This design comes from an exercise in tuning for small area on the open sky130 flow, not from production work.
The RTL was checked by simulation tests, not by an equivalence proof against the original design.
No activity file was given, so power comes from the tool's default toggle rates.

### design/flow/config.mk
export PLATFORM = sky130hd
export DESIGN_NAME = Top_project
export DESIGN_NICKNAME = Top_project
export VERILOG_FILES = /design/flow/design.v
export SDC_FILE = /design/flow/constraint.sdc
export NUM_CORES = 4
export LEC_CHECK = 0
export CAP_MARGIN = 20
export CORE_MARGIN = 2
export CORE_UTILIZATION = 40
export SLEW_MARGIN = 20
### design/flow/constraint.sdc
create_clock -name core_clock -period 12.0 [get_ports {clk}]
set_input_delay 2.4000 -clock core_clock [delete_from_list [all_inputs] [get_ports {clk}]]
set_output_delay 2.4000 -clock core_clock [all_outputs]
set_load 0.01 [all_outputs]
### design/flow/flow/downsize.tcl
# Run by the place_resized step before its repair_design (PRE_RESIZE_TCL).
# Swaps each logic cell that synthesis sized up for the smallest cell of the
# same function (same name but the drive-strength suffix). repair_design,
# which follows in the step, sizes cells back up or buffers wherever a
# slew, capacitance or fanout limit needs it. Registers are not touched.
set downsize_map [dict create \
  sky130_fd_sc_hd__a2111o_2 sky130_fd_sc_hd__a2111o_1 \
  sky130_fd_sc_hd__a2111o_4 sky130_fd_sc_hd__a2111o_1 \
  sky130_fd_sc_hd__a2111oi_1 sky130_fd_sc_hd__a2111oi_0 \
  sky130_fd_sc_hd__a2111oi_2 sky130_fd_sc_hd__a2111oi_0 \
  sky130_fd_sc_hd__a2111oi_4 sky130_fd_sc_hd__a2111oi_0 \
  sky130_fd_sc_hd__a211o_2 sky130_fd_sc_hd__a211o_1 \
  sky130_fd_sc_hd__a211o_4 sky130_fd_sc_hd__a211o_1 \
  sky130_fd_sc_hd__a211oi_2 sky130_fd_sc_hd__a211oi_1 \
  sky130_fd_sc_hd__a211oi_4 sky130_fd_sc_hd__a211oi_1 \
  sky130_fd_sc_hd__a21bo_4 sky130_fd_sc_hd__a21bo_1 \
  sky130_fd_sc_hd__a21boi_2 sky130_fd_sc_hd__a21boi_0 \
  sky130_fd_sc_hd__a21boi_4 sky130_fd_sc_hd__a21boi_0 \
  sky130_fd_sc_hd__a21o_2 sky130_fd_sc_hd__a21o_1 \
  sky130_fd_sc_hd__a21o_4 sky130_fd_sc_hd__a21o_1 \
  sky130_fd_sc_hd__a21oi_2 sky130_fd_sc_hd__a21oi_1 \
  sky130_fd_sc_hd__a21oi_4 sky130_fd_sc_hd__a21oi_1 \
  sky130_fd_sc_hd__a221o_2 sky130_fd_sc_hd__a221o_1 \
  sky130_fd_sc_hd__a221o_4 sky130_fd_sc_hd__a221o_1 \
  sky130_fd_sc_hd__a221oi_2 sky130_fd_sc_hd__a221oi_1 \
  sky130_fd_sc_hd__a221oi_4 sky130_fd_sc_hd__a221oi_1 \
  sky130_fd_sc_hd__a22o_2 sky130_fd_sc_hd__a22o_1 \
  sky130_fd_sc_hd__a22o_4 sky130_fd_sc_hd__a22o_1 \
  sky130_fd_sc_hd__a22oi_2 sky130_fd_sc_hd__a22oi_1 \
  sky130_fd_sc_hd__a22oi_4 sky130_fd_sc_hd__a22oi_1 \
  sky130_fd_sc_hd__a2bb2o_2 sky130_fd_sc_hd__a2bb2o_1 \
  sky130_fd_sc_hd__a2bb2o_4 sky130_fd_sc_hd__a2bb2o_1 \
  sky130_fd_sc_hd__a2bb2oi_2 sky130_fd_sc_hd__a2bb2oi_1 \
  sky130_fd_sc_hd__a2bb2oi_4 sky130_fd_sc_hd__a2bb2oi_1 \
  sky130_fd_sc_hd__a311o_2 sky130_fd_sc_hd__a311o_1 \
  sky130_fd_sc_hd__a311o_4 sky130_fd_sc_hd__a311o_1 \
  sky130_fd_sc_hd__a311oi_2 sky130_fd_sc_hd__a311oi_1 \
  sky130_fd_sc_hd__a311oi_4 sky130_fd_sc_hd__a311oi_1 \
  sky130_fd_sc_hd__a31o_4 sky130_fd_sc_hd__a31o_1 \
  sky130_fd_sc_hd__a31oi_2 sky130_fd_sc_hd__a31oi_1 \
  sky130_fd_sc_hd__a31oi_4 sky130_fd_sc_hd__a31oi_1 \
  sky130_fd_sc_hd__a32o_2 sky130_fd_sc_hd__a32o_1 \
  sky130_fd_sc_hd__a32o_4 sky130_fd_sc_hd__a32o_1 \
  sky130_fd_sc_hd__a32oi_2 sky130_fd_sc_hd__a32oi_1 \
  sky130_fd_sc_hd__a32oi_4 sky130_fd_sc_hd__a32oi_1 \
  sky130_fd_sc_hd__a41o_2 sky130_fd_sc_hd__a41o_1 \
  sky130_fd_sc_hd__a41o_4 sky130_fd_sc_hd__a41o_1 \
  sky130_fd_sc_hd__a41oi_2 sky130_fd_sc_hd__a41oi_1 \
  sky130_fd_sc_hd__a41oi_4 sky130_fd_sc_hd__a41oi_1 \
  sky130_fd_sc_hd__and2_2 sky130_fd_sc_hd__and2_0 \
  sky130_fd_sc_hd__and2_4 sky130_fd_sc_hd__and2_0 \
  sky130_fd_sc_hd__and2b_2 sky130_fd_sc_hd__and2b_1 \
  sky130_fd_sc_hd__and2b_4 sky130_fd_sc_hd__and2b_1 \
  sky130_fd_sc_hd__and3_2 sky130_fd_sc_hd__and3_1 \
  sky130_fd_sc_hd__and3_4 sky130_fd_sc_hd__and3_1 \
  sky130_fd_sc_hd__and3b_2 sky130_fd_sc_hd__and3b_1 \
  sky130_fd_sc_hd__and3b_4 sky130_fd_sc_hd__and3b_1 \
  sky130_fd_sc_hd__and4_2 sky130_fd_sc_hd__and4_1 \
  sky130_fd_sc_hd__and4_4 sky130_fd_sc_hd__and4_1 \
  sky130_fd_sc_hd__and4b_2 sky130_fd_sc_hd__and4b_1 \
  sky130_fd_sc_hd__and4b_4 sky130_fd_sc_hd__and4b_1 \
  sky130_fd_sc_hd__and4bb_4 sky130_fd_sc_hd__and4bb_1 \
  sky130_fd_sc_hd__buf_12 sky130_fd_sc_hd__buf_1 \
  sky130_fd_sc_hd__buf_16 sky130_fd_sc_hd__buf_1 \
  sky130_fd_sc_hd__buf_2 sky130_fd_sc_hd__buf_1 \
  sky130_fd_sc_hd__buf_4 sky130_fd_sc_hd__buf_1 \
  sky130_fd_sc_hd__buf_6 sky130_fd_sc_hd__buf_1 \
  sky130_fd_sc_hd__buf_8 sky130_fd_sc_hd__buf_1 \
  sky130_fd_sc_hd__bufbuf_16 sky130_fd_sc_hd__bufbuf_8 \
  sky130_fd_sc_hd__bufinv_16 sky130_fd_sc_hd__bufinv_8 \
  sky130_fd_sc_hd__ebufn_2 sky130_fd_sc_hd__ebufn_1 \
  sky130_fd_sc_hd__ebufn_4 sky130_fd_sc_hd__ebufn_1 \
  sky130_fd_sc_hd__ebufn_8 sky130_fd_sc_hd__ebufn_1 \
  sky130_fd_sc_hd__einvn_1 sky130_fd_sc_hd__einvn_0 \
  sky130_fd_sc_hd__einvn_2 sky130_fd_sc_hd__einvn_0 \
  sky130_fd_sc_hd__einvn_4 sky130_fd_sc_hd__einvn_0 \
  sky130_fd_sc_hd__einvn_8 sky130_fd_sc_hd__einvn_0 \
  sky130_fd_sc_hd__einvp_2 sky130_fd_sc_hd__einvp_1 \
  sky130_fd_sc_hd__einvp_4 sky130_fd_sc_hd__einvp_1 \
  sky130_fd_sc_hd__einvp_8 sky130_fd_sc_hd__einvp_1 \
  sky130_fd_sc_hd__fa_2 sky130_fd_sc_hd__fa_1 \
  sky130_fd_sc_hd__fa_4 sky130_fd_sc_hd__fa_1 \
  sky130_fd_sc_hd__ha_2 sky130_fd_sc_hd__ha_1 \
  sky130_fd_sc_hd__ha_4 sky130_fd_sc_hd__ha_1 \
  sky130_fd_sc_hd__inv_12 sky130_fd_sc_hd__inv_1 \
  sky130_fd_sc_hd__inv_16 sky130_fd_sc_hd__inv_1 \
  sky130_fd_sc_hd__inv_4 sky130_fd_sc_hd__inv_1 \
  sky130_fd_sc_hd__inv_6 sky130_fd_sc_hd__inv_1 \
  sky130_fd_sc_hd__inv_8 sky130_fd_sc_hd__inv_1 \
  sky130_fd_sc_hd__maj3_2 sky130_fd_sc_hd__maj3_1 \
  sky130_fd_sc_hd__maj3_4 sky130_fd_sc_hd__maj3_1 \
  sky130_fd_sc_hd__mux2_4 sky130_fd_sc_hd__mux2_1 \
  sky130_fd_sc_hd__mux2_8 sky130_fd_sc_hd__mux2_1 \
  sky130_fd_sc_hd__mux2i_2 sky130_fd_sc_hd__mux2i_1 \
  sky130_fd_sc_hd__mux2i_4 sky130_fd_sc_hd__mux2i_1 \
  sky130_fd_sc_hd__mux4_1 sky130_fd_sc_hd__mux4_2 \
  sky130_fd_sc_hd__mux4_4 sky130_fd_sc_hd__mux4_2 \
  sky130_fd_sc_hd__nand2_2 sky130_fd_sc_hd__nand2_1 \
  sky130_fd_sc_hd__nand2_4 sky130_fd_sc_hd__nand2_1 \
  sky130_fd_sc_hd__nand2_8 sky130_fd_sc_hd__nand2_1 \
  sky130_fd_sc_hd__nand2b_2 sky130_fd_sc_hd__nand2b_1 \
  sky130_fd_sc_hd__nand2b_4 sky130_fd_sc_hd__nand2b_1 \
  sky130_fd_sc_hd__nand3_2 sky130_fd_sc_hd__nand3_1 \
  sky130_fd_sc_hd__nand3_4 sky130_fd_sc_hd__nand3_1 \
  sky130_fd_sc_hd__nand3b_2 sky130_fd_sc_hd__nand3b_1 \
  sky130_fd_sc_hd__nand3b_4 sky130_fd_sc_hd__nand3b_1 \
  sky130_fd_sc_hd__nand4_2 sky130_fd_sc_hd__nand4_1 \
  sky130_fd_sc_hd__nand4_4 sky130_fd_sc_hd__nand4_1 \
  sky130_fd_sc_hd__nand4b_2 sky130_fd_sc_hd__nand4b_1 \
  sky130_fd_sc_hd__nand4b_4 sky130_fd_sc_hd__nand4b_1 \
  sky130_fd_sc_hd__nand4bb_2 sky130_fd_sc_hd__nand4bb_1 \
  sky130_fd_sc_hd__nand4bb_4 sky130_fd_sc_hd__nand4bb_1 \
  sky130_fd_sc_hd__nor2_2 sky130_fd_sc_hd__nor2_1 \
  sky130_fd_sc_hd__nor2_4 sky130_fd_sc_hd__nor2_1 \
  sky130_fd_sc_hd__nor2_8 sky130_fd_sc_hd__nor2_1 \
  sky130_fd_sc_hd__nor2b_2 sky130_fd_sc_hd__nor2b_1 \
  sky130_fd_sc_hd__nor2b_4 sky130_fd_sc_hd__nor2b_1 \
  sky130_fd_sc_hd__nor3_2 sky130_fd_sc_hd__nor3_1 \
  sky130_fd_sc_hd__nor3_4 sky130_fd_sc_hd__nor3_1 \
  sky130_fd_sc_hd__nor3b_2 sky130_fd_sc_hd__nor3b_1 \
  sky130_fd_sc_hd__nor3b_4 sky130_fd_sc_hd__nor3b_1 \
  sky130_fd_sc_hd__nor4_2 sky130_fd_sc_hd__nor4_1 \
  sky130_fd_sc_hd__nor4_4 sky130_fd_sc_hd__nor4_1 \
  sky130_fd_sc_hd__nor4b_2 sky130_fd_sc_hd__nor4b_1 \
  sky130_fd_sc_hd__nor4b_4 sky130_fd_sc_hd__nor4b_1 \
  sky130_fd_sc_hd__nor4bb_2 sky130_fd_sc_hd__nor4bb_1 \
  sky130_fd_sc_hd__nor4bb_4 sky130_fd_sc_hd__nor4bb_1 \
  sky130_fd_sc_hd__o2111a_2 sky130_fd_sc_hd__o2111a_1 \
  sky130_fd_sc_hd__o2111a_4 sky130_fd_sc_hd__o2111a_1 \
  sky130_fd_sc_hd__o2111ai_2 sky130_fd_sc_hd__o2111ai_1 \
  sky130_fd_sc_hd__o2111ai_4 sky130_fd_sc_hd__o2111ai_1 \
  sky130_fd_sc_hd__o211a_4 sky130_fd_sc_hd__o211a_1 \
  sky130_fd_sc_hd__o211ai_2 sky130_fd_sc_hd__o211ai_1 \
  sky130_fd_sc_hd__o211ai_4 sky130_fd_sc_hd__o211ai_1 \
  sky130_fd_sc_hd__o21a_2 sky130_fd_sc_hd__o21a_1 \
  sky130_fd_sc_hd__o21a_4 sky130_fd_sc_hd__o21a_1 \
  sky130_fd_sc_hd__o21ai_2 sky130_fd_sc_hd__o21ai_0 \
  sky130_fd_sc_hd__o21ai_4 sky130_fd_sc_hd__o21ai_0 \
  sky130_fd_sc_hd__o21ba_4 sky130_fd_sc_hd__o21ba_1 \
  sky130_fd_sc_hd__o21bai_2 sky130_fd_sc_hd__o21bai_1 \
  sky130_fd_sc_hd__o21bai_4 sky130_fd_sc_hd__o21bai_1 \
  sky130_fd_sc_hd__o221a_4 sky130_fd_sc_hd__o221a_1 \
  sky130_fd_sc_hd__o221ai_2 sky130_fd_sc_hd__o221ai_1 \
  sky130_fd_sc_hd__o221ai_4 sky130_fd_sc_hd__o221ai_1 \
  sky130_fd_sc_hd__o22a_2 sky130_fd_sc_hd__o22a_1 \
  sky130_fd_sc_hd__o22a_4 sky130_fd_sc_hd__o22a_1 \
  sky130_fd_sc_hd__o22ai_2 sky130_fd_sc_hd__o22ai_1 \
  sky130_fd_sc_hd__o22ai_4 sky130_fd_sc_hd__o22ai_1 \
  sky130_fd_sc_hd__o2bb2a_2 sky130_fd_sc_hd__o2bb2a_1 \
  sky130_fd_sc_hd__o2bb2a_4 sky130_fd_sc_hd__o2bb2a_1 \
  sky130_fd_sc_hd__o2bb2ai_2 sky130_fd_sc_hd__o2bb2ai_1 \
  sky130_fd_sc_hd__o2bb2ai_4 sky130_fd_sc_hd__o2bb2ai_1 \
  sky130_fd_sc_hd__o311a_2 sky130_fd_sc_hd__o311a_1 \
  sky130_fd_sc_hd__o311a_4 sky130_fd_sc_hd__o311a_1 \
  sky130_fd_sc_hd__o311ai_2 sky130_fd_sc_hd__o311ai_0 \
  sky130_fd_sc_hd__o311ai_4 sky130_fd_sc_hd__o311ai_0 \
  sky130_fd_sc_hd__o31a_2 sky130_fd_sc_hd__o31a_1 \
  sky130_fd_sc_hd__o31a_4 sky130_fd_sc_hd__o31a_1 \
  sky130_fd_sc_hd__o31ai_2 sky130_fd_sc_hd__o31ai_1 \
  sky130_fd_sc_hd__o31ai_4 sky130_fd_sc_hd__o31ai_1 \
  sky130_fd_sc_hd__o32a_2 sky130_fd_sc_hd__o32a_1 \
  sky130_fd_sc_hd__o32a_4 sky130_fd_sc_hd__o32a_1 \
  sky130_fd_sc_hd__o32ai_2 sky130_fd_sc_hd__o32ai_1 \
  sky130_fd_sc_hd__o32ai_4 sky130_fd_sc_hd__o32ai_1 \
  sky130_fd_sc_hd__o41a_2 sky130_fd_sc_hd__o41a_1 \
  sky130_fd_sc_hd__o41a_4 sky130_fd_sc_hd__o41a_1 \
  sky130_fd_sc_hd__o41ai_2 sky130_fd_sc_hd__o41ai_1 \
  sky130_fd_sc_hd__o41ai_4 sky130_fd_sc_hd__o41ai_1 \
  sky130_fd_sc_hd__or2_4 sky130_fd_sc_hd__or2_0 \
  sky130_fd_sc_hd__or2b_2 sky130_fd_sc_hd__or2b_1 \
  sky130_fd_sc_hd__or2b_4 sky130_fd_sc_hd__or2b_1 \
  sky130_fd_sc_hd__or3_2 sky130_fd_sc_hd__or3_1 \
  sky130_fd_sc_hd__or3_4 sky130_fd_sc_hd__or3_1 \
  sky130_fd_sc_hd__or3b_4 sky130_fd_sc_hd__or3b_1 \
  sky130_fd_sc_hd__or4_2 sky130_fd_sc_hd__or4_1 \
  sky130_fd_sc_hd__or4_4 sky130_fd_sc_hd__or4_1 \
  sky130_fd_sc_hd__or4b_4 sky130_fd_sc_hd__or4b_1 \
  sky130_fd_sc_hd__or4bb_2 sky130_fd_sc_hd__or4bb_1 \
  sky130_fd_sc_hd__or4bb_4 sky130_fd_sc_hd__or4bb_1 \
  sky130_fd_sc_hd__sedfxbp_2 sky130_fd_sc_hd__sedfxbp_1 \
  sky130_fd_sc_hd__sedfxtp_2 sky130_fd_sc_hd__sedfxtp_1 \
  sky130_fd_sc_hd__sedfxtp_4 sky130_fd_sc_hd__sedfxtp_1 \
  sky130_fd_sc_hd__xnor2_2 sky130_fd_sc_hd__xnor2_1 \
  sky130_fd_sc_hd__xnor2_4 sky130_fd_sc_hd__xnor2_1 \
  sky130_fd_sc_hd__xnor3_2 sky130_fd_sc_hd__xnor3_1 \
  sky130_fd_sc_hd__xnor3_4 sky130_fd_sc_hd__xnor3_1 \
  sky130_fd_sc_hd__xor2_2 sky130_fd_sc_hd__xor2_1 \
  sky130_fd_sc_hd__xor2_4 sky130_fd_sc_hd__xor2_1 \
  sky130_fd_sc_hd__xor3_2 sky130_fd_sc_hd__xor3_1 \
  sky130_fd_sc_hd__xor3_4 sky130_fd_sc_hd__xor3_1 \
]
set n_downsized 0
foreach inst [[ord::get_db_block] getInsts] {
  set master [[$inst getMaster] getName]
  if { [dict exists $downsize_map $master] } {
    replace_cell [$inst getName] [dict get $downsize_map $master]
    incr n_downsized
  }
}
puts "downsize: replaced $n_downsized instances with smaller cells of the same function"
### design/flow/standard.sh
#!/bin/bash
# synth_recipe.tcl (not shown) runs the flow's synth.tcl, then flattens the netlist and writes it again
# the make line also repeats each setting of config.mk as NAME=value (left out here)
make -C /OpenROAD-flow-scripts/flow DESIGN_CONFIG=/design/flow/config.mk WORK_HOME=/design/flow/orfs CLKGATE_MAP_FILE= SYNTH_SCRIPT=/design/flow/synth_recipe.tcl "${@:-finish}"
### design/flow/design.v
`timescale 1ns / 1ps
module Top_project (
    input clk,
    input reset,
    input [1:0] sw,
    input btnL,
    btnR,
    btnU,
    btnD,
    input rx,
    output tx,
    output [3:0] led,
    output [3:0] fnd_comm,
    output [7:0] fnd_font
);
    wire mode = sw[1];
    reg [5:0] bc;
    assign led = {mode & sw[0], mode & ~sw[0], ~mode & sw[0], ~mode & ~sw[0]};
    reg [1:0] cq;
    wire bc0 = ~bc[4] & ~bc[3] & ~bc[2] & ~bc[1] & ~bc[0];
    wire first = (cq == 2'd0) & bc0;
    always @(posedge clk, posedge reset) begin
        if (reset) cq <= 2'd0;
        else cq <= {cq[1] ^ (~first & cq[0]), cq[0] ^ ~first};
    end
    wire t4 = cq[1] & cq[0];
    wire [3:0] w_ms1, w_ms10;
    wire w_ms1_wrap = t4 & w_ms1[3] & w_ms1[0];
    wire w_c0 = w_ms10[3] & w_ms10[1];   
    digit10 W_MS1 (.clk(clk), .reset(reset), .clr(1'b0), .e(t4), .q(w_ms1));
    tens10 W_MS10 (.clk(clk), .reset(reset), .clr(1'b0), .e(w_ms1_wrap), .q(w_ms10));
    wire t16 = t4 & w_ms1[0] & (w_ms1[1] ^ w_ms10[0]);
    reg [2:0] sel;
    always @(posedge clk, posedge reset) begin
        if (reset) sel <= 3'd0;
        else sel <= {sel[2] ^ (t16 & sel[1] & sel[0]), sel[1] ^ (t16 & sel[0]), sel[0] ^ t16};
    end
    wire bc_wrap = ~bc[5] & bc[4] & bc[3] & ~bc[2] & ~bc[1] & bc[0];   
    always @(posedge clk, posedge reset) begin
        if (reset) bc <= 6'd0;
        else bc <= {6{~bc_wrap}} & {bc[4:0], ~(bc[5] ^ bc[4])};
    end
    wire tick = (cq != 2'd0) & bc0;
    wire bc1 = ~bc[5] & ~bc[4] & ~bc[3] & ~bc[2] & ~bc[1] & bc[0];
    wire bc4 = ~bc[5] & ~bc[4] & bc[3] & bc[2] & bc[1] & bc[0];
    wire bc5 = bc[4] & bc[3] & bc[2] & bc[1] & bc[0];
    reg [3:0] rh;
    reg rl3;
    reg [2:0] rlo;
    wire [3:0] rl = {rl3, rlo};
    reg [7:0] rdata;
    wire r_idle = ~rl3 & (rh == 4'd0);
    wire r_end = tick & rh[3] & rh[1] & ~rl[3] & rl[2] & rl[1] & rl[0];
    wire rl15 = &rl;
    wire r_sample = tick & rl15 & (rh[3] ? ~rh[1] & ~rh[0] : (rh[2] | rh[1] | rh[0]));
    always @(posedge clk, posedge reset) begin
        if (reset) begin
            rh <= 4'd0;
            rl3 <= 1'b0;
        end else if (r_idle) begin
            rl3 <= ~rx;
        end else if (r_end) begin
            rh <= 4'd0;
            rl3 <= 1'b0;
        end else if (tick) begin
            rl3 <= rl3 ^ (&rlo);
            if (rl15) rh <= rh + 4'd1;
        end
    end
    always @(posedge clk) begin
        if (r_idle | r_end) rlo <= 3'd0;
        else if (tick) rlo <= rlo + 3'd1;
    end
    always @(posedge clk) begin
        if (r_sample) rdata <= {rx, rdata[7:1]};
    end
    reg [3:0] th, tl;
    wire [2:0] tp = th[2:0] - {rh[2:1], rh[0] | (rh == 4'd0)};
    reg tx_reg;
    wire t_idle = th[3] & th[1];
    wire t_load = th[3] & th[1] & th[0] & bc4;
    wire tl0 = (tl == 4'd0);
    wire c_pulse = (th == 4'd0) & tl0 & bc5;
    always @(posedge clk, posedge reset) begin
        if (reset) begin
            th <= 4'd10;
            tx_reg <= 1'b1;
        end else begin
            if (r_end) th <= 4'd11;
            else if (t_load) th <= 4'd0;
            else if (tick & ~t_idle & (&tl)) th <= th + 4'd1;
            if ((bc1 & tl0) | c_pulse) tx_reg <= (th[3] & (th[1] | th[0])) | ((th != 4'd0) & rdata[tp]);
        end
    end
    always @(posedge clk, posedge reset) begin
        if (reset) tl <= 4'd0;
        else if (r_end) tl <= 4'd0;
        else if (tick & ~t_idle) tl <= tl + 4'd1;
    end
    assign tx = tx_reg;
    wire c_v = c_pulse & ~rdata[7] & rdata[6];
    wire c_L = c_v & ((rdata[4] & rdata[3:0] == 4'h2) | (~rdata[4] & rdata[3:0] == 4'h8));
    wire c_R = c_v & ~rdata[4] & (rdata[3:0] == 4'h3);
    wire c_U = c_v & rdata[4] & (rdata[3:0] == 4'h3);
    wire c_D = c_v & ~rdata[4] & (rdata[3:0] == 4'hd);
    wire d_L, d_R, d_U, d_D;
    debounce U_dL (.clk(clk), .reset(reset), .t4(t4), .i_btn(btnL), .o_btn(d_L));
    debounce U_dR (.clk(clk), .reset(reset), .t4(t4), .i_btn(btnR), .o_btn(d_R));
    debounce U_dU (.clk(clk), .reset(reset), .t4(t4), .i_btn(btnU), .o_btn(d_U));
    debounce U_dD (.clk(clk), .reset(reset), .t4(t4), .i_btn(btnD), .o_btn(d_D));
    wire b_L = d_L | c_L;
    wire b_R = d_R | c_R;
    wire b_U = d_U | c_U;
    wire b_D = d_D | c_D;
    reg s_run, s_clr;
    always @(posedge clk, posedge reset) begin
        if (reset) begin
            s_run <= 1'b0;
            s_clr <= 1'b0;
        end else if (!mode) begin
            s_run <= s_run ? ~b_L : (~s_clr & b_L);
            s_clr <= s_clr ? b_R : (~s_run & ~b_L & b_R);
        end
    end
    reg [1:0] sd;
    reg s_tick;
    always @(posedge clk, posedge reset) begin
        if (reset) begin
            sd <= 2'd0;
            s_tick <= 1'b0;
        end else begin
            sd <= {~s_clr & (sd[1] ^ (s_run & sd[0])), ~s_clr & (sd[0] ^ s_run)};
            s_tick <= ~s_clr & (s_run ? sd[1] & sd[0] : s_tick);
        end
    end
    wire [3:0] s_ms1, s_ms10, s_s1, s_m1, s_h1;
    wire [2:0] s_s10, s_m10;
    wire [1:0] s_h10;
    wire s_c0 = s_ms10[3] & s_ms10[1];
    wire s_c1 = s_s10[2] & s_s10[1];
    wire s_c2 = s_m10[2] & s_m10[1];
    wire s_ms1_wrap = s_tick & s_ms1[3] & s_ms1[0];
    wire s_s1_wrap = s_c0 & s_s1[3] & s_s1[0];
    wire s_m1_wrap = s_c1 & s_m1[3] & s_m1[0];
    digit10 S_MS1 (.clk(clk), .reset(reset), .clr(s_clr), .e(s_tick), .q(s_ms1));
    tens10 S_MS10 (.clk(clk), .reset(reset), .clr(s_clr), .e(s_ms1_wrap), .q(s_ms10));
    digit10 S_S1 (.clk(clk), .reset(reset), .clr(s_clr), .e(s_c0), .q(s_s1));
    tens6 S_S10 (.clk(clk), .reset(reset), .clr(s_clr), .e(s_s1_wrap), .q(s_s10));
    digit10 S_M1 (.clk(clk), .reset(reset), .clr(s_clr), .e(s_c1), .q(s_m1));
    tens6 S_M10 (.clk(clk), .reset(reset), .clr(s_clr), .e(s_m1_wrap), .q(s_m10));
    hours #(.R1(4'd0), .R10(2'd0)) S_H (.clk(clk), .reset(reset), .clr(s_clr), .e(s_c2),
        .ones(s_h1), .tens(s_h10));
    reg [1:0] ws;
    always @(posedge clk, posedge reset) begin
        if (reset) ws <= 2'd0;
        else if (mode) begin
            case (ws)
                2'd0: ws <= b_U ? 2'd1 : b_D ? 2'd2 : b_L ? 2'd3 : 2'd0;
                2'd1: if (!b_U) ws <= 2'd0;
                2'd2: if (!b_D) ws <= 2'd0;
                2'd3: if (!b_L) ws <= 2'd0;
            endcase
        end
    end
    wire [3:0] w_s1, w_m1, w_h1;
    wire [2:0] w_s10, w_m10;
    wire [1:0] w_h10;
    wire w_c1 = w_s10[2] & w_s10[1];
    wire w_c2 = w_m10[2] & w_m10[1];
    wire w_s_e = w_c0 | (~ws[1] & ws[0]);
    wire w_m_e = w_c1 | (ws[1] & ~ws[0]);
    wire w_h_e = w_c2 | (ws[1] & ws[0]);
    wire w_s1_wrap = w_s_e & w_s1[3] & w_s1[0];
    wire w_m1_wrap = w_m_e & w_m1[3] & w_m1[0];
    digit10 W_S1 (.clk(clk), .reset(reset), .clr(1'b0), .e(w_s_e), .q(w_s1));
    tens6 W_S10 (.clk(clk), .reset(reset), .clr(1'b0), .e(w_s1_wrap), .q(w_s10));
    digit10 W_M1 (.clk(clk), .reset(reset), .clr(1'b0), .e(w_m_e), .q(w_m1));
    tens6 W_M10 (.clk(clk), .reset(reset), .clr(1'b0), .e(w_m1_wrap), .q(w_m10));
    hours #(.R1(4'd2), .R10(2'd1)) W_H (.clk(clk), .reset(reset), .clr(1'b0), .e(w_h_e),
        .ones(w_h1), .tens(w_h10));
    assign fnd_comm = {~(sel[1] & sel[0]), ~(sel[1] & ~sel[0]), ~(~sel[1] & sel[0]), ~(~sel[1] & ~sel[0])};
    wire [3:0] ms10 = mode ? w_ms10 : s_ms10;
    wire [3:0] z0 = mode ? w_ms1 : s_ms1;
    wire [3:0] z1 = ms10;
    wire [3:0] z2 = mode ? w_s1 : s_s1;
    wire [2:0] z3 = mode ? w_s10 : s_s10;
    wire z3x = z3[2] & z3[1];
    wire [3:0] z4 = mode ? w_m1 : s_m1;
    wire [2:0] z5 = mode ? w_m10 : s_m10;
    wire z5x = z5[2] & z5[1];
    wire [3:0] z6 = mode ? w_h1 : s_h1;
    wire [1:0] z7 = mode ? w_h10 : s_h10;
    wire [3:0] p0 = sel[1] ? z2 : z0;
    wire [3:0] p1 = sel[1] ? {z3x, z3} : z1;
    wire [3:0] q0 = sel[1] ? z6 : z4;
    wire [3:0] q1 = sel[1] ? {2'b00, z7} : {z5x, z5};
    wire [3:0] d = sw[0] ? (sel[0] ? q1 : q0) : (sel[0] ? p1 : p0);
    wire [6:0] seg;
    assign seg[0] = (d[2] & ~d[1] & ~d[0]) | (~d[3] & ~d[2] & ~d[1] & d[0]);
    assign seg[1] = (d[2] & ~d[1] & d[0]) | (~d[3] & d[2] & d[1] & ~d[0]);
    assign seg[2] = ~d[3] & ~d[2] & d[1] & ~d[0];
    assign seg[3] = (d[2] & ~d[1] & ~d[0]) | (d[2] & d[1] & d[0]) | (~d[3] & ~d[2] & ~d[1] & d[0]);
    assign seg[4] = d[0] | (d[2] & ~d[1]);
    assign seg[5] = ~((~d[1] & ~d[0]) | (d[2] & ~d[0]) | (d[2] & ~d[1]) | d[3]);
    assign seg[6] = (d[2] & d[1] & d[0]) | (~d[3] & ~d[2] & ~d[1]) | (d[3] & d[1]);
    wire lt50 = ~((ms10[3] & ~ms10[1]) | (ms10[2] & (ms10[1] | ms10[0])));   
    wire dot = sel[2] & sel[1] & ~sel[0] & lt50;
    assign fnd_font = {~dot, seg | {7{sel[2]}}};
endmodule
module debounce (
    input clk,
    input reset,
    input t4,
    input i_btn,
    output o_btn
);
    reg [3:0] n;
    wire s1 = t4 & i_btn;
    wire s0 = t4 & ~i_btn;
    always @(posedge clk, posedge reset) begin
        if (reset) n <= 4'd0;
        else if (n[3]) n <= {~s0, 2'b00, ~s0};
        else n <= {s1 & n[2] & n[1] & n[0],
                   t4 ? s1 & (n[2] ^ (n[1] & n[0])) : n[2],
                   t4 ? s1 & (n[1] ^ n[0]) : n[1],
                   t4 ? s1 & ~n[0] : n[0]};
    end
    assign o_btn = n[3] & ~n[0];
endmodule
module digit10 (
    input clk,
    input reset,
    input clr,
    input e,
    output reg [3:0] q
);
    always @(posedge clk, posedge reset) begin
        if (reset) q <= 4'd0;
        else q <= {4{~clr}} & {q[3] ^ (e & q[0] & (q[3] | (q[2] & q[1]))),
                              q[2] ^ (e & q[1] & q[0]),
                              q[1] ^ (e & q[0] & ~q[3]),
                              q[0] ^ e};
    end
endmodule
module tens10 (
    input clk,
    input reset,
    input clr,
    input e,
    output reg [3:0] q
);
    wire p = q[3] & q[1];
    always @(posedge clk, posedge reset) begin
        if (reset) q <= 4'd0;
        else q <= {4{~clr & ~p}} & {q[3] ^ (e & q[2] & q[1] & q[0]),
                                   q[2] ^ (e & q[1] & q[0]),
                                   q[1] ^ (e & q[0]),
                                   q[0] ^ e};
    end
endmodule
module tens6 (
    input clk,
    input reset,
    input clr,
    input e,
    output reg [2:0] q
);
    wire p = q[2] & q[1];
    always @(posedge clk, posedge reset) begin
        if (reset) q <= 3'd0;
        else q <= {3{~clr & ~p}} & {q[2] ^ (e & q[1] & q[0]),
                                   q[1] ^ (e & q[0]),
                                   q[0] ^ e};
    end
endmodule
module hours #(
    parameter [3:0] R1 = 4'd0,
    parameter [1:0] R10 = 2'd0
) (
    input clk,
    input reset,
    input clr,
    input e,
    output reg [3:0] ones,
    output reg [1:0] tens
);
    wire o9 = ones[3] & ones[0];
    wire top = tens[1] & ones[1] & ones[0];
    always @(posedge clk, posedge reset) begin
        if (reset) begin
            ones <= R1;
            tens <= R10;
        end else begin
            ones <= {4{~clr}} & {ones[3] ^ (e & ones[0] & (ones[3] | (ones[2] & ones[1]))),
                                 ones[2] ^ (e & ones[1] & ones[0] & ~tens[1]),
                                 ones[1] ^ (e & ones[0] & ~ones[3]),
                                 ones[0] ^ e};
            tens <= {2{~clr}} & {tens[1] ^ (e & ((o9 & tens[0]) | top)),
                                 tens[0] ^ (e & o9)};
        end
    end
endmodule
### design/flow/flow/run.sh
#!/bin/bash
# The standard layout flow (standard.sh, unchanged synthesis), with:
# - port buffers of the smallest buffer cell,
# - logic cells sized down before the placement's repair_design
#   (flow/downsize.tcl), which sizes up again wherever limits need it,
# - a clock tree of clkbuf_4 without dummy loads.
# ORFS writes each step's log under orfs/logs; make's output goes to
# standard.log.
bash standard.sh \
  "BUFFER_PORTS_ARGS=-buffer_cell sky130_fd_sc_hd__buf_1" \
  "PRE_RESIZE_TCL=$PWD/flow/downsize.tcl" \
  "CTS_ARGS=-sink_clustering_enable -repair_clock_nets -buf_list sky130_fd_sc_hd__clkbuf_4 -dont_use_dummy_load" \
  finish > standard.log 2>&1
==> qor.yml, run 1 <==
status:
  status: "complete, no violations"
yosys:
  synth_ff_type: "dfrtp_1"
  synth_cell_type_count: 62
  syn_area_per_cell_sq_um: 10.3
  yosys_warnings: 7
  synth.most_common_cell: "dfrtp_1"
  async_reset_ff_share_pct: 90.4
  synth_edf_count: 8
  ys_ff_latch: 115
  synth_nets: 646
  synthTopCellsByArea: "dfrtp_1 (40%), ha_1 (6.6%), mux4_2 (4.0%)"
  synthesis.area_sq_um: 6220
  ys_seq_area_share_pct: 46.8
  netlist.top_cell.by_area: "dfrtp_1"
  synth_top_area_share_pct: 39.8
  synthTopCellsByCount: "dfrtp_1 (99), nor2_1 (51), inv_1 (42)"
  syn_inst: 603
pwr:
  p_leak_nw: 2.89
  p_per_area_nw_per_um2: 113
  vdd.ir_drop.worst_uv: 60.9
setup_path:
  crit_path_frequent_cell: "nor2b_1"
  end_kind: "output port"
  slowest_delay_ns: 0.58
  worstReg2RegStart: "bc[3]"
  crit_buf_inv: 2
  startpoint_type: "input pin"
  crit_family: "buffers and inverters"
  path_depth: 8
  cp-startpoint: "sw[1]"
  cp_cell_sequence: "clkbuf_2 -> mux4_2 -> nor2b_1 -> o32ai_1 -> and2_1 -> nor2b_1 -> o32a_1 -> buf_1"
  critPathMaxFanout: 30
  path_class: "in -> out"
  rr_worst_depth: 4
  crit_slowest_cell: "mux4_2"
  cp.required_ns: 9.60
  cp_data_arrival_time_ns: 4.94
route:
  wl_met2_mm: 5.89
  wl_per_cell_um: 14.9
  drc: 0
  drt_iter0_drc: 213
  wl_met3_um: 402
  viasPerCell: 5.40
  wl_met1_mm: 5.73
  drt-total-wl_mm: 12.2
  ant_nets: 0
  top_layer: "met4"
  vias: 4424
  first_pass_iters: 4
clock_network:
  cts_max_level: 4
  cts_sinks: 115
  cts_tree: "done"
  postCtsHoldBufs: 0
  cts_buffers: 17
  clkSlewWorstSetupHoldPaths_ns: 0.10
  cts-resized-gates: 0
  cts_buffer_depth: 2
  cts_setup_buffers: 0
  cts_root_buf: "clkbuf_4"
  clk_latency_ns: 0.51
grt:
  grt_pass1_wl_mm: 20.4
  grt_max_degree: 35
  grt_remaining_overflow: 0
  track_usage_pct: 15.6
  grt_pass1_vias: 4305
  antenna_found_initial: 1
timing:
  layout_min_cycle_time_ns: 7.34
  rsz0062_at_grt: "false"
  tightest_slew_ns: 1.06
  hold_viol_final: 0
  fin_ws_ns: 4.66
  slew_headroom_pct: 29.5
  setup_tns_ns: 0
  finalHoldWorstSlack_ns: 0.424
  min_period_over_period_pct: 61.2
  maxSlewViolCount: 0
  setup_viol_count_final: 0
  clock.fmax_mhz: 136
  finClkSkew_ns: 0.0259
final_layout:
  final_area_sq_um: 6610
  layout.nets: 675
  drive_gt1_share_pct: 8.10
  reg.largest.list: "rdata x8, bc x6"
  regMostFlops: "rdata"
  finalNonFillerCells: 819
  largest_reg_flops: 8
  area_growth_pct: 6.20
worst_hold_path:
  min_path_type: "reg -> reg"
  holdPathStages: 0
  min-delay-start: "bc[2]"
place:
  routabilityCongestion: 0.822
  dpl.hpwl_mm: 8.94
  dp_cells: 801
  place_area_sq_um: 6470
  io_buffers: 25
  place_ws_ns: 4.67
floorplanning:
  start_util_pct: 40.9
  die_area_sq_um: 16600
  core_area_sq_um: 15200
  die_y_um: 129
  die_x_um: 129
  rows: 45
  io_pins: 26
flow_run:
  drv_cap: 0
==> area by class of cell <==
class | count | area, sq um
tap | 188 | 235
multi-input combinational | 427 | 3000
antenna | 1 | 2.50
fill | 1457 | 8600
timing repair buffer | 29 | 168
inverter | 42 | 158
clock buffer | 17 | 128
sequential | 115 | 2910
==> metrics by stage <==
stage               power, mW  util (%)
floorplan               0.538         -
global placement        0.561      42.5
detailed placement      0.570      42.6
CTS                     0.758      43.4
global route            0.799      43.4
finish                  0.747      43.4
==> path summary, 6_finish.rpt <==
kind / slack (ns) / to
max in group asynchronous: 9.06 / S_MS10.q[2]
min in group asynchronous: 1.84 / bc[5]
setup reg to reg: 8.57 / rdata[2]
hold reg to reg: 0.42 / bc[3]
hold / removal: 0.42 / bc[3]
setup / recovery: 4.66 / fnd_font[3]
==> kinds of logic (layout without fill, tap and decap cells) <==
| group | after synthesis | after routing | synth area share (%) |
|---|---|---|---|
| compound gates | 112 | 112 | 11.2 |
| xor+xnor | 33 | 33 | 4.65 |
| fa+ha+maj | 34 | 34 | 6.96 |
| buf+inv | 61 | 88 | 4.18 |
| flops | 115 | 115 | 46.8 |
| mux | 33 | 33 | 7.58 |
| other cells | 0 | 1 | 0 |
| simple gates | 215 | 215 | 18.7 |
==> per-layer routing <==
| metal | vias to the layer above | track usage [%] |
|---|---|---|
| met5 | - | 0 |
| met4 | 0 | 6.84 |
| met3 | 12 | 4.57 |
| met2 | 64 | 25.4 |
| met1 | 2158 | 19.4 |
| li1 | 2190 | - |
==> cells in the final DEF, fill, tap and decap left out, types with 8 or more instances in the layout <==
| cell | n |
|---|---|
| a21oi_1 | 39 |
| and2_1 | 9 |
| and3_1 | 9 |
| buf_1 | 24 |
| clkbuf_4 | 17 |
| dfrtp_1 | 98 |
| edfxtp_1 | 8 |
| ha_1 | 32 |
| inv_1 | 41 |
| mux2i_1 | 19 |
| mux4_2 | 11 |
| nand2_1 | 30 |
| nand2b_1 | 24 |
| nand3_1 | 33 |
| nand4_1 | 10 |
| nor2_1 | 51 |
| nor2b_1 | 15 |
| nor3_1 | 9 |
| o21ai_0 | 34 |
| xnor2_1 | 23 |
| xor2_1 | 10 |
==> report_power, final <==
group          total, mW  internal, mW  leakage, nW  switching (mW)
clock network      0.186        0.0647       0.0782           0.121
registers          0.469         0.426         1.47          0.0424
logic             0.0918        0.0445         1.35          0.0473
==> run 2, diff against run 1 <==
--- a/design/flow/design.v
+++ b/design/flow/design.v
@@ -49,18 +49,18 @@
     reg [2:0] rlo;
     wire [3:0] rl = {rl3, rlo};
     reg [7:0] rdata;
-    wire r_idle = ~rl3 & (rh == 4'd0);
-    wire r_end = tick & rh[3] & rh[1] & ~rl[3] & rl[2] & rl[1] & rl[0];
+    wire r_idle = ~rh[3] & rh[2] & ~rl3;
+    wire r_end = tick & ~rh[3] & ~rh[2] & rh[0] & ~rl[3] & rl[2] & rl[1] & rl[0];
     wire rl15 = &rl;
-    wire r_sample = tick & rl15 & (rh[3] ? ~rh[1] & ~rh[0] : (rh[2] | rh[1] | rh[0]));
+    wire r_sample = tick & rl15 & rh[3];
     always @(posedge clk, posedge reset) begin
         if (reset) begin
-            rh <= 4'd0;
+            rh <= 4'd7;
             rl3 <= 1'b0;
         end else if (r_idle) begin
             rl3 <= ~rx;
         end else if (r_end) begin
-            rh <= 4'd0;
+            rh <= 4'd7;
             rl3 <= 1'b0;
         end else if (tick) begin
             rl3 <= rl3 ^ (&rlo);
@@ -75,21 +75,21 @@
         if (r_sample) rdata <= {rx, rdata[7:1]};
     end
     reg [3:0] th, tl;
-    wire [2:0] tp = th[2:0] - {rh[2:1], rh[0] | (rh == 4'd0)};
+    wire [2:0] tp = th[2:0] - (rh[2:0] & {3{rh[3]}});
     reg tx_reg;
-    wire t_idle = th[3] & th[1];
-    wire t_load = th[3] & th[1] & th[0] & bc4;
+    wire t_idle = ~th[3] & ~th[2] & th[0];
+    wire t_load = ~th[3] & ~th[2] & th[1] & bc4;
     wire tl0 = (tl == 4'd0);
-    wire c_pulse = (th == 4'd0) & tl0 & bc5;
+    wire c_pulse = ~th[3] & th[2] & tl0 & bc5;
     always @(posedge clk, posedge reset) begin
         if (reset) begin
-            th <= 4'd10;
+            th <= 4'd1;
             tx_reg <= 1'b1;
         end else begin
-            if (r_end) th <= 4'd11;
-            else if (t_load) th <= 4'd0;
+            if (r_end) th <= 4'd3;
+            else if (t_load) th <= 4'd7;
             else if (tick & ~t_idle & (&tl)) th <= th + 4'd1;
-            if ((bc1 & tl0) | c_pulse) tx_reg <= (th[3] & (th[1] | th[0])) | ((th != 4'd0) & rdata[tp]);
+            if ((bc1 & tl0) | c_pulse) tx_reg <= th[3] ? rdata[tp] : ~th[2];
         end
     end
     always @(posedge clk, posedge reset) begin
--- a/design/flow/config.mk
+++ b/design/flow/config.mk
@@ -5,7 +5,7 @@
 export SDC_FILE = /design/flow/constraint.sdc
 export NUM_CORES = 4
 export LEC_CHECK = 0
-export CAP_MARGIN = 20
+export CAP_MARGIN = 0
 export CORE_MARGIN = 2
 export CORE_UTILIZATION = 40
-export SLEW_MARGIN = 20
+export SLEW_MARGIN = 0
==> run 2 against run 1 <==
Effect of this change: still clean; clock-buffer cell count is the same; final area shrank 1.1%; maximum frequency shrank 1.4%; critical endpoint unchanged; highest routed layer unchanged.
==> qor.yml, run 2 <==
status:
  status: "complete, no violations"  # unchanged
route:
  drt_iter0_drc: 241  # was 213
  first_pass_iters: 4  # unchanged
  viasPerCell: 5.43  # was 5.40
  vias: 4324  # was 4424
  drc: 0  # unchanged
  wl_per_cell_um: 15.1  # was 14.9 um
  drt-total-wl_mm: 12.1  # was 12.2 mm
  ant_nets: 0  # unchanged
setup_path:
  path_class: "in -> out"  # unchanged
  end_kind: "output port"  # unchanged
  cp.required_ns: 9.60  # about the same
  r2r_end: "rdata[6]"  # was rdata[2]
  critPathMaxFanout: 33  # was 30
  worstReg2RegStart: "bc[3]"  # unchanged
  startpoint_type: "input pin"  # unchanged
  ff2ff_setup_slack_ns: 9.00  # was 8.57 ns
  rr_worst_depth: 4  # unchanged
  cp_data_arrival_time_ns: 5.04  # was 4.94 ns
final_layout:
  post-route-util_pct: 43.3  # was 43.4%
  layout.nets: 651  # was 675
  fillers: 1422  # was 1457
  final_area_sq_um: 6530  # was 6610 sq um
  largest_reg_flops: 8  # unchanged
  layout_common_cells: "dfrtp_1 (97), nor2_1 (44), inv_1 (35)"  # was dfrtp_1 (98), nor2_1 (51), inv_1 (41)
  finalNonFillerCells: 796  # was 819
  mostFrequentLayoutCell: "dfrtp_1"  # unchanged
  diodes: 0  # was 1
  reg.largest.list: "rdata x8, bc x6"  # unchanged
  regMostFlops: "rdata"  # unchanged
  drive_gt1_share_pct: 7.89  # was 8.10%
  area_growth_pct: 6.29  # was 6.20%
clock_network:
  postCtsHoldBufs: 0  # unchanged
  cts_root_buf: "clkbuf_4"  # unchanged
  cts_buffers: 17  # unchanged
  clkSlewWorstSetupHoldPaths_ns: 0.10  # about the same
  cts_setup_buffers: 0  # unchanged
  cts_max_level: 4  # unchanged
  cts-resized-gates: 0  # unchanged
  cts_tree: "done"  # unchanged
  cts_sinks: 115  # unchanged
  cts_buffer_depth: 2  # unchanged
  clk_latency_ns: 0.52  # was 0.51 ns
floorplanning:
  core_area_sq_um: 15100  # was 15200 sq um
  die_area_sq_um: 16400  # was 16600 sq um
  io_pins: 26  # unchanged
  die_y_um: 128  # was 129 um
  rows: 45  # unchanged
  start_util_pct: 40.7  # was 40.9%
  die_x_um: 128  # was 129 um
yosys:
  synth_nets: 624  # was 646
  ys_seq_area_share_pct: 47.4  # was 46.8%
  synth.most_common_cell: "dfrtp_1"  # unchanged
  syn_inst: 583  # was 603
  async_reset_ff_share_pct: 90.4  # unchanged
  synth_cell_type_count: 58  # was 62
  syn_area_per_cell_sq_um: 10.5  # was 10.3 sq um
  netlist.top_cell.by_area: "dfrtp_1"  # unchanged
  yosys_warnings: 7  # unchanged
  synthesis.area_sq_um: 6150  # was 6220 sq um
  synth_ff_type: "dfrtp_1"  # unchanged
  synthTopCellsByCount: "dfrtp_1 (97), nor2_1 (44), inv_1 (35)"  # was dfrtp_1 (99), nor2_1 (51), inv_1 (42)
  synth_top_area_share_pct: 39.5  # was 39.8%
  synth_edf_count: 8  # unchanged
  synthTopCellsByArea: "dfrtp_1 (39%), ha_1 (6.3%), mux4_2 (4.4%)"  # was dfrtp_1 (40%), ha_1 (6.6%), mux4_2 (4.0%)
  ys_ff_latch: 115  # unchanged
grt:
  grt_max_degree: 37  # was 35
  grt_pass1_wl_mm: 20.8  # was 20.4 mm
  antenna_found_initial: 0  # was 1
  grt_pass1_vias: 4360  # was 4305
  track_usage_pct: 15.8  # was 15.6%
  grt_remaining_overflow: 0  # unchanged
timing:
  min_period_over_period_pct: 62.0  # was 61.2%
  rsz0062_at_grt: "false"  # unchanged
  fin_ws_ns: 4.56  # was 4.66 ns
  tightest_slew_ns: 1.13  # was 1.06 ns
  setup_viol_count_final: 0  # unchanged
  hold_viol_final: 0  # unchanged
  clock.fmax_mhz: 134  # was 136 MHz
  maxSlewViolCount: 0  # unchanged
  finClkSkew_ns: 0.0304  # was 0.0259 ns
  slew_headroom_pct: 24.7  # was 29.5%
  finalHoldWorstSlack_ns: 0.441  # was 0.424 ns
  setup_tns_ns: 0  # unchanged
  layout_min_cycle_time_ns: 7.44  # was 7.34 ns
pwr:
  vdd.ir_drop.worst_uv: 51.1  # was 60.9 uV
  power_frac_comb_pct: 13.1  # was 12.3%
  p_per_area_nw_per_um2: 117  # was 113 nW/um^2
  power.share.clock_pct: 24.4  # was 24.9%
  p_leak_nw: 2.88  # was 2.89 nW
  total_power_uw: 765  # was 747 uW
  switchingPower_uw: 222  # was 211 uW
  switching_share_pct: 29.0  # was 28.3%
  power_frac_seq_pct: 62.5  # was 62.8%
  p_int_uw: 543  # was 536 uW
worst_hold_path:
  min_path_type: "reg -> reg"  # unchanged
  hold_end: "bc[2]"  # was bc[3]
  min-delay-start: "bc[1]"  # was bc[2]
  holdPathStages: 0  # unchanged
place:
  place_ws_ns: 4.59  # was 4.67 ns
  routabilityCongestion: 0.845  # was 0.822
  dpl.hpwl_mm: 8.69  # was 8.94 mm
  dp_cells: 778  # was 801
  place_area_sq_um: 6400  # was 6470 sq um
  io_buffers: 25  # unchanged
flow_run:
  drv_cap: 0  # unchanged
## run 2: changes by cell type in the layout (fill, tap and decap cells not counted), moves of 3 or more
cell      change
inv_1         -6
mux2i_1       +5
a21oi_1       -6
o21ai_0       -9
a22oi_1       -3
nand3_1       -5
and2_1        +3
nor2_1        -7
nand4_1       -3
o21bai_1      +5
## run 2: cell families after synthesis
group	synth area share, %
DFF	47.4
and+or+nand+nor	17.7
buffers and inverters	3.60
AOI/OAI and AO/OA	10.9
muxes	8.86
xor gates and xnor gates	4.99
adders and majority gates	6.64
## run 2: power groups by stage
stage               combinational [mW]  sequential (mW)  clock [mW]
detailed placement               0.102            0.486           0
global route                     0.117            0.486       0.211
global placement                0.0938            0.483           0
finish                           0.101            0.478       0.186
CTS                              0.102            0.478       0.195
floorplan                       0.0870            0.465           0
## run 2: layout make-up
cell class              instances  area [sq um]  area share (%)
flip-flops and latches        115          2910            44.6
inverters                      35           131            2.01
clock buffers                  17           128            1.95
repair buffers                 29           145            2.22
multi-input cells             412          2980            45.6
well taps                     188           235            3.60
## run 2: layer usage
metal / global-route usage (%) / wire length, um
met4: 5.11 / 214
met2: 25.9 / 5660
met1: 20.5 / 5750
met3: 4.30 / 431
met5: 0 / 0
## run 2: worst max path at each step
stage | start | to | slack, ns
CTS | sw[1] | fnd_font[3] | 4.57
finish | sw[1] | fnd_font[3] | 4.56
floorplan | sw[1] | fnd_font[3] | 5.39
global route | sw[1] | fnd_font[3] | 4.28
global placement | sw[1] | fnd_font[3] | 4.65
detailed placement | sw[1] | fnd_font[3] | 4.59
## run 2: critical path, stage by stage
cell and delay [ns]:
clkbuf_2 0.68, mux4_2 0.58, and2_1 0.17, o32ai_1 0.49, and2b_1 0.28, mux2i_1 0.09, a31oi_1 0.18, buf_1 0.17
==> run 3, diff against run 2 <==
--- a/design/flow/config.mk
+++ b/design/flow/config.mk
@@ -5,7 +5,7 @@
 export SDC_FILE = /design/flow/constraint.sdc
 export NUM_CORES = 4
 export LEC_CHECK = 0
-export CAP_MARGIN = 0
+export CAP_MARGIN = 20
 export CORE_MARGIN = 2
 export CORE_UTILIZATION = 40
-export SLEW_MARGIN = 0
+export SLEW_MARGIN = 20
==> run 3 against run 2 <==
Effect of this change: final cell count did not move; wire length fell by 1.3%; non-clock buffer count fell by 1; total power fell by 0.35%; synthesized cell count did not move; clock-buffer cell count did not move; die area did not move; via count fell by 0.76%; clock power barely moved; worst hold slack got worse by 0.011 ns; core utilization barely moved; sequential share of layout area barely moved; highest routed layer unchanged.
==> qor.yml, run 3 <==
grt:
  grt_remaining_overflow: 0  # unchanged
  grt_pass1_wl_mm: 20.4  # was 20.8 mm
  grt_pass1_vias: 4372  # was 4360
  antenna_found_initial: 0  # unchanged
  track_usage_pct: 15.8  # about the same
  grt_max_degree: 35  # was 37
timing:
  maxSlewViolCount: 0  # unchanged
  hold_viol_final: 0  # unchanged
  slew_headroom_pct: 39.0  # was 24.7%
  setup_tns_ns: 0  # unchanged
  clock.fmax_mhz: 135  # was 134 MHz
  min_period_over_period_pct: 61.7  # was 62.0%
  tightest_slew_ns: 0.908  # was 1.13 ns
  setup_viol_count_final: 0  # unchanged
  layout_min_cycle_time_ns: 7.40  # was 7.44 ns
  finClkSkew_ns: 0.0254  # was 0.0304 ns
  rsz0062_at_grt: "false"  # unchanged
  finalHoldWorstSlack_ns: 0.430  # was 0.441 ns
setup_path:
  cp_data_arrival_time_ns: 5.00  # was 5.04 ns
  ff2ff_setup_slack_ns: 9.00  # about the same
  path_class: "in -> out"  # unchanged
  cp.required_ns: 9.60  # about the same
  end_kind: "output port"  # unchanged
  critPathMaxFanout: 33  # unchanged
  startpoint_type: "input pin"  # unchanged
route:
  wl_per_cell_um: 15.0  # was 15.1 um
  viasPerCell: 5.39  # was 5.43
  vias: 4291  # was 4324
  ant_nets: 0  # unchanged
  first_pass_iters: 5  # was 4
  drt_iter0_drc: 246  # was 241
  drc: 0  # unchanged
  drt-total-wl_mm: 11.9  # was 12.1 mm
floorplanning:
  die_area_sq_um: 16400  # unchanged
  start_util_pct: 40.7  # unchanged
  die_x_um: 128  # unchanged
  core_area_sq_um: 15100  # unchanged
  rows: 45  # unchanged
  die_y_um: 128  # unchanged
  io_pins: 26  # unchanged
clock_network:
  clk_latency_ns: 0.51  # was 0.52 ns
  cts_tree: "done"  # unchanged
  cts_setup_buffers: 0  # unchanged
  clkSlewWorstSetupHoldPaths_ns: 0.09  # was 0.10 ns
  cts-resized-gates: 0  # unchanged
  cts_max_level: 4  # unchanged
  cts_buffer_depth: 2  # unchanged
  cts_buffers: 17  # unchanged
  cts_sinks: 115  # unchanged
  postCtsHoldBufs: 0  # unchanged
  cts_root_buf: "clkbuf_4"  # unchanged
yosys:
  ys_ff_latch: 115  # unchanged
  yosys_warnings: 7  # unchanged
  synth_ff_type: "dfrtp_1"  # unchanged
  ys_seq_area_share_pct: 47.4  # unchanged
  synthTopCellsByArea: "dfrtp_1 (39%), ha_1 (6.3%), mux4_2 (4.4%)"  # unchanged
  async_reset_ff_share_pct: 90.4  # unchanged
  synth_edf_count: 8  # unchanged
  synth.most_common_cell: "dfrtp_1"  # unchanged
  netlist.top_cell.by_area: "dfrtp_1"  # unchanged
  synthTopCellsByCount: "dfrtp_1 (97), nor2_1 (44), inv_1 (35)"  # unchanged
  syn_area_per_cell_sq_um: 10.5  # unchanged
  synth_nets: 624  # unchanged
  synth_top_area_share_pct: 39.5  # unchanged
  synth_cell_type_count: 58  # unchanged
  syn_inst: 583  # unchanged
  synthesis.area_sq_um: 6150  # unchanged
final_layout:
  drive_gt1_share_pct: 8.24  # was 7.89%
  multi_input_area_sq_um: 2990  # was 2980 sq um
  layout_common_cells: "dfrtp_1 (96), nor2_1 (44), inv_1 (35)"  # was dfrtp_1 (97), nor2_1 (44), inv_1 (35)
  layout.nets: 650  # was 651
  fillers: 1448  # was 1422
  area_growth_pct: 6.39  # was 6.29%
  regArea_sq_um: 2910  # about the same
  largest_reg_flops: 8  # unchanged
  reg.largest.list: "rdata x8, bc x6"  # unchanged
  regMostFlops: "rdata"  # unchanged
  mostFrequentLayoutCell: "dfrtp_1"  # unchanged
pwr:
  switchingPower_uw: 219  # was 222 uW
  p_per_area_nw_per_um2: 117  # about the same
  vdd.ir_drop.worst_uv: 54.0  # was 51.1 uV
  switching_share_pct: 28.7  # was 29.0%
  power_frac_seq_pct: 62.7  # was 62.5%
  power_frac_comb_pct: 13.1  # about the same
  p_int_uw: 543  # about the same
  total_power_uw: 762  # was 765 uW
  power.share.clock_pct: 24.1  # was 24.4%
  p_leak_nw: 2.87  # was 2.88 nW
worst_hold_path:
  min_path_type: "reg -> reg"  # unchanged
place:
  routabilityCongestion: 0.845  # unchanged
  io_buffers: 25  # unchanged
  dpl.hpwl_mm: 8.74  # was 8.69 mm
status:
  status: "complete, no violations"  # unchanged
flow_run:
  drv_cap: 0  # unchanged
-- run 3: cell types whose count changed in the layout (fill, tap and decap cells not counted) --
cell and delta:
a2111oi_1 -1, a2111oi_2 +1, clkbuf_2 -1, dfrtp_1 -1, dfrtp_2 +1, diode_2 +1, ha_1 -1, ha_2 +1
-- run 3: layout make-up --
class	count	area share, %
Antenna cell	1	0.0383
Multi-Input combinational cell	412	45.7
Inverter	35	2.01
Clock buffer	17	1.95
Timing Repair Buffer	28	2.14
Sequential cell	115	44.5
Tap cell	188	3.60
-- run 3: cells by family (layout without fill, tap and decap cells) --
kind of cell | count (synthesis) | count (layout) | share of synthesized area, %
adders and majority gates | 32 | 32 | 6.64
muxes | 39 | 39 | 8.86
buffers and inverters | 56 | 80 | 3.60
xor gates and xnor gates | 35 | 35 | 4.99
and+or+nand+nor | 203 | 203 | 17.7
AOI/OAI and AO/OA | 103 | 103 | 10.9
other | 0 | 1 | 0
DFF | 115 | 115 | 47.4
-- run 3: routing by layer --
metal	GRT usage, %	up-vias	wire, um
met5	0	-	0
met4	5.75	0	144
met3	4.47	10	379
met2	26.0	50	5790
met1	20.0	2119	5590
li1	-	2112	-
-- run 3: through the flow --
stage	utilization [%]	cell area (sq um)	setup slack (ns)	std cells
3_5_place_dp	42.4	6400	4.57	778
2_1_floorplan	-	6150	5.39	583
6_report	43.3	6540	4.60	796
5_1_grt	43.3	6540	4.28	795
4_1_cts	43.3	6530	4.56	795
3_3_place_gp	42.4	6400	4.65	776
-- run 3: final timing paths --
path,from,cells past startpoint,endpoint
worst max-delay path,sw[1],8,fnd_font[3]
worst min-delay path,bc[2],0,bc[3]
worst max register to register,bc[3],4,rdata[3]
worst min register to register,bc[2],0,bc[3]
max in group asynchronous,reset,5,W_MS1.q[3]
min in group asynchronous,reset,2,rh[3]
-- run 3: critical path, cell delays in order --
cell and delay [ns]:
clkbuf_2 0.66, mux4_2 0.58, and2_1 0.17, o32ai_1 0.47, and2b_1 0.28, mux2i_1 0.09, a31oi_1 0.18, buf_1 0.17
-- run 3: power groups by stage --
stage,Combinational [mW],Sequential [mW],Clock (mW)
3_5_place_dp,0.102,0.486,0
6_report,0.100,0.478,0.184
2_1_floorplan,0.0870,0.465,0
4_1_cts,0.103,0.478,0.195
5_1_grt,0.118,0.486,0.210
3_3_place_gp,0.0938,0.483,0
==> run 4, diff against run 3 <==
--- a/design/flow/flow/downsize.tcl
+++ b/design/flow/flow/downsize.tcl
@@ -198,3 +198,13 @@
   }
 }
 puts "downsize: replaced $n_downsized instances with smaller cells of the same function"
+
+# Let this step's repair_design buffer with small buffers only.
+set big_buffers {}
+foreach cell [get_lib_cells {sky130_fd_sc_hd__buf_* sky130_fd_sc_hd__clkbuf_* sky130_fd_sc_hd__bufbuf_* sky130_fd_sc_hd__clkdlybuf4s* sky130_fd_sc_hd__dlygate* sky130_fd_sc_hd__dlymetal*}] {
+  if { [get_property $cell area] > 7.6 } {
+    lappend big_buffers $cell
+  }
+}
+set_dont_use $big_buffers
+puts "downsize: [llength $big_buffers] large buffer cells not used by this step"
==> run 4 against run 3 <==
Effect of this change: clock skew rose by 0.0081 ns; worst hold slack got worse by 0.027 ns; die area did not move; area after synthesis did not move; core utilization fell by 0.18 points; total power rose by 0.25%; clock-buffer cell count did not move; setup slack got worse by 0.062 ns; final cell count did not move; register-to-register slack barely moved.
==> qor.yml, run 4 <==
timing:
  slew_headroom_pct: 38.3  # was 39.0%
  clock.fmax_mhz: 134  # was 135 MHz
  tightest_slew_ns: 0.918  # was 0.908 ns
  maxSlewViolCount: 0  # unchanged
  layout_min_cycle_time_ns: 7.46  # was 7.40 ns
  hold_viol_final: 0  # unchanged
  rsz0062_at_grt: "false"  # unchanged
  finClkSkew_ns: 0.0335  # was 0.0254 ns
  setup_viol_count_final: 0  # unchanged
  fin_ws_ns: 4.54  # was 4.60 ns
  setup_tns_ns: 0  # unchanged
  min_period_over_period_pct: 62.2  # was 61.7%
yosys:
  synth_top_area_share_pct: 39.5  # unchanged
  synth_ff_type: "dfrtp_1"  # unchanged
  synth_edf_count: 8  # unchanged
  netlist.top_cell.by_area: "dfrtp_1"  # unchanged
  async_reset_ff_share_pct: 90.4  # unchanged
  synthTopCellsByArea: "dfrtp_1 (39%), ha_1 (6.3%), mux4_2 (4.4%)"  # unchanged
  synth_cell_type_count: 58  # unchanged
  synth_nets: 624  # unchanged
  ys_seq_area_share_pct: 47.4  # unchanged
  yosys_warnings: 7  # unchanged
  syn_inst: 583  # unchanged
  syn_area_per_cell_sq_um: 10.5  # unchanged
  synthesis.area_sq_um: 6150  # unchanged
  synth.most_common_cell: "dfrtp_1"  # unchanged
  ys_ff_latch: 115  # unchanged
  synthTopCellsByCount: "dfrtp_1 (97), nor2_1 (44), inv_1 (35)"  # unchanged
floorplanning:
  die_y_um: 128  # unchanged
  rows: 45  # unchanged
  die_x_um: 128  # unchanged
  core_area_sq_um: 15100  # unchanged
  die_area_sq_um: 16400  # unchanged
  io_pins: 26  # unchanged
  start_util_pct: 40.7  # unchanged
setup_path:
  path_class: "in -> out"  # unchanged
  cp.required_ns: 9.60  # about the same
  slowest_delay_ns: 0.67  # was 0.66 ns
  end_kind: "output port"  # unchanged
  cp_cell_sequence: "clkbuf_2 -> mux4_2 -> and2_1 -> o32ai_1 -> and2b_1 -> mux2i_1 -> a31oi_1 -> buf_1"  # unchanged
  cp_data_arrival_time_ns: 5.06  # was 5.00 ns
  critPathMaxFanout: 33  # unchanged
  crit_slowest_cell: "clkbuf_2"  # unchanged
  worstReg2RegStart: "bc[3]"  # unchanged
  cp-startpoint: "sw[1]"  # unchanged
  startpoint_type: "input pin"  # unchanged
  ff2ff_setup_slack_ns: 8.99  # was 9.00 ns
final_layout:
  reg.largest.list: "rdata x8, bc x6"  # unchanged
  area_growth_pct: 5.94  # was 6.39%
  diodes: 0  # was 1
  mostFrequentLayoutCell: "dfrtp_1"  # unchanged
  largest_reg_flops: 8  # unchanged
  layout.nets: 651  # was 650
  regMostFlops: "rdata"  # unchanged
  layout_common_cells: "dfrtp_1 (96), nor2_1 (44), inv_1 (35)"  # unchanged
  regArea_sq_um: 2910  # unchanged
  multi_input_area_sq_um: 2980  # was 2990 sq um
  drive_gt1_share_pct: 8.22  # was 8.24%
  fillers: 1407  # was 1448
route:
  wl_per_cell_um: 15.1  # was 15.0 um
  vias: 4328  # was 4291
  drc: 0  # unchanged
  viasPerCell: 5.44  # was 5.39
  drt-total-wl_mm: 12.0  # was 11.9 mm
  ant_nets: 0  # unchanged
  drt_iter0_drc: 317  # was 246
  first_pass_iters: 5  # unchanged
pwr:
  p_leak_nw: 2.86  # was 2.87 nW
  p_per_area_nw_per_um2: 117  # about the same
  vdd.ir_drop.worst_uv: 53.4  # was 54.0 uV
worst_hold_path:
  min_path_type: "reg -> reg"  # unchanged
  min-delay-start: "bc[2]"  # unchanged
place:
  dpl.hpwl_mm: 8.65  # was 8.74 mm
  io_buffers: 25  # unchanged
  place_ws_ns: 4.56  # was 4.57 ns
  routabilityCongestion: 0.845  # unchanged
grt:
  track_usage_pct: 16.1  # was 15.8%
  grt_max_degree: 35  # unchanged
  grt_pass1_vias: 4395  # was 4372
  grt_remaining_overflow: 0  # unchanged
  grt_pass1_wl_mm: 20.9  # was 20.4 mm
  antenna_found_initial: 0  # unchanged
clock_network:
  clkSlewWorstSetupHoldPaths_ns: 0.10  # was 0.09 ns
  cts_tree: "done"  # unchanged
  cts_setup_buffers: 0  # unchanged
  cts_buffer_depth: 2  # unchanged
  cts_root_buf: "clkbuf_4"  # unchanged
  cts-resized-gates: 0  # unchanged
  postCtsHoldBufs: 0  # unchanged
  cts_buffers: 17  # unchanged
  cts_sinks: 115  # unchanged
  cts_max_level: 4  # unchanged
  clk_latency_ns: 0.51  # about the same
flow_run:
  drv_cap: 0  # unchanged
status:
  status: "complete, no violations"  # unchanged
## run 4: cell counts after synthesis
Identical to the previous run, type by type.
## run 4: kinds of logic (layout without fill, tap and decap cells)
logic type | after synthesis | in the layout | synth area share [%]
xor+xnor | 35 | 35 | 4.99
compound gates | 103 | 103 | 10.9
simple gates | 203 | 203 | 17.7
fa+ha+maj | 32 | 32 | 6.64
mux | 39 | 39 | 8.86
buf+inv | 56 | 81 | 3.60
flops | 115 | 115 | 47.4
## run 4: worst paths after layout
| path | endpoint | cells after the start |
|---|---|---|
| max | fnd_font[3] | 8 |
| min | bc[3] | 0 |
| max reg2reg | rdata[4] | 4 |
| min reg2reg | bc[3] | 0 |
| max in group asynchronous | U_dU.n[1] | 5 |
| min in group asynchronous | bc[0] | 2 |
## run 4: power breakdown
group	internal, mW	switching (mW)	leakage [nW]
combinational	0.0477	0.0518	1.33
clock	0.0646	0.121	0.0782
sequential	0.430	0.0487	1.46
## run 4: final cells by class
cell class / instances / share of cell area [%]
multi-input combinational: 412 / 45.8
inverter: 35 / 2.02
clock buffer: 17 / 1.96
timing repair buffer: 29 / 1.84
sequential: 115 / 44.7
tap: 188 / 3.61
## run 4: routing by layer
layer	global-route usage, %	part of all wire, %
met4	5.37	1.1
met2	26.0	48
met3	4.97	3.9
met5	0	0
met1	20.7	47
## run 4: metrics by stage
step / utilization (%) / area, sq um / hold slack [ns] / cells / total power, mW
finish: 43.2 / 6510 / 0.403 / 796 / 0.764
global route: 43.2 / 6510 / 0.436 / 796 / 0.818
CTS: 43.1 / 6500 / 0.403 / 795 / 0.777
detailed placement: 42.2 / 6370 / 0.402 / 778 / 0.587
global placement: 42.4 / 6400 / 0.412 / 776 / 0.577
floorplan: - / 6150 / 0.421 / 583 / 0.552
## run 4: worst max-delay path: cells and delay by family
family / cells / cell delay (ns)
AND/OR/NAND/NOR: 2 / 0.46
buffers and inverters: 2 / 0.83
AO/OA/AOI/OAI: 2 / 0.69
multiplexers: 2 / 0.67

[re-timing with driven ports]
In the flow no input, the clock included, has a driving cell. The finished layouts below were timed again as built, in two steps.
Step 1: set_driving_cell puts a clkbuf_16 on clk and a buf_2 on each other input, an assumption about the parent block.
Step 2 also shifts input and output timing later by t, the mid clock arrival at the registers, as if the neighbouring blocks saw the same clock.
a / b / c = ideal / step 1 / step 2; a / b = the first two.
| run | shift t [ns] | slack for setup (ns) | clock arrival spread, ns | worst register clock-pin slew, ns | pins driven straight from the clock port |
|---|---|---|---|---|---|
| run 1 | 0.530 | 4.658 / 4.636 / 4.636 | 0.031 / 0.031 | 0.10 / 0.10 | 1 |
| run 2 | 0.539 | 4.556 / 4.535 / 4.535 | 0.031 / 0.030 | 0.10 / 0.10 | 1 |
| run 3 | 0.538 | 4.599 / 4.576 / 4.576 | 0.032 / 0.032 | 0.10 / 0.10 | 1 |
| run 4 | 0.532 | 4.537 / 4.514 / 4.514 | 0.035 / 0.035 | 0.10 / 0.10 | 1 |
After both steps every run listed still meets setup and hold.
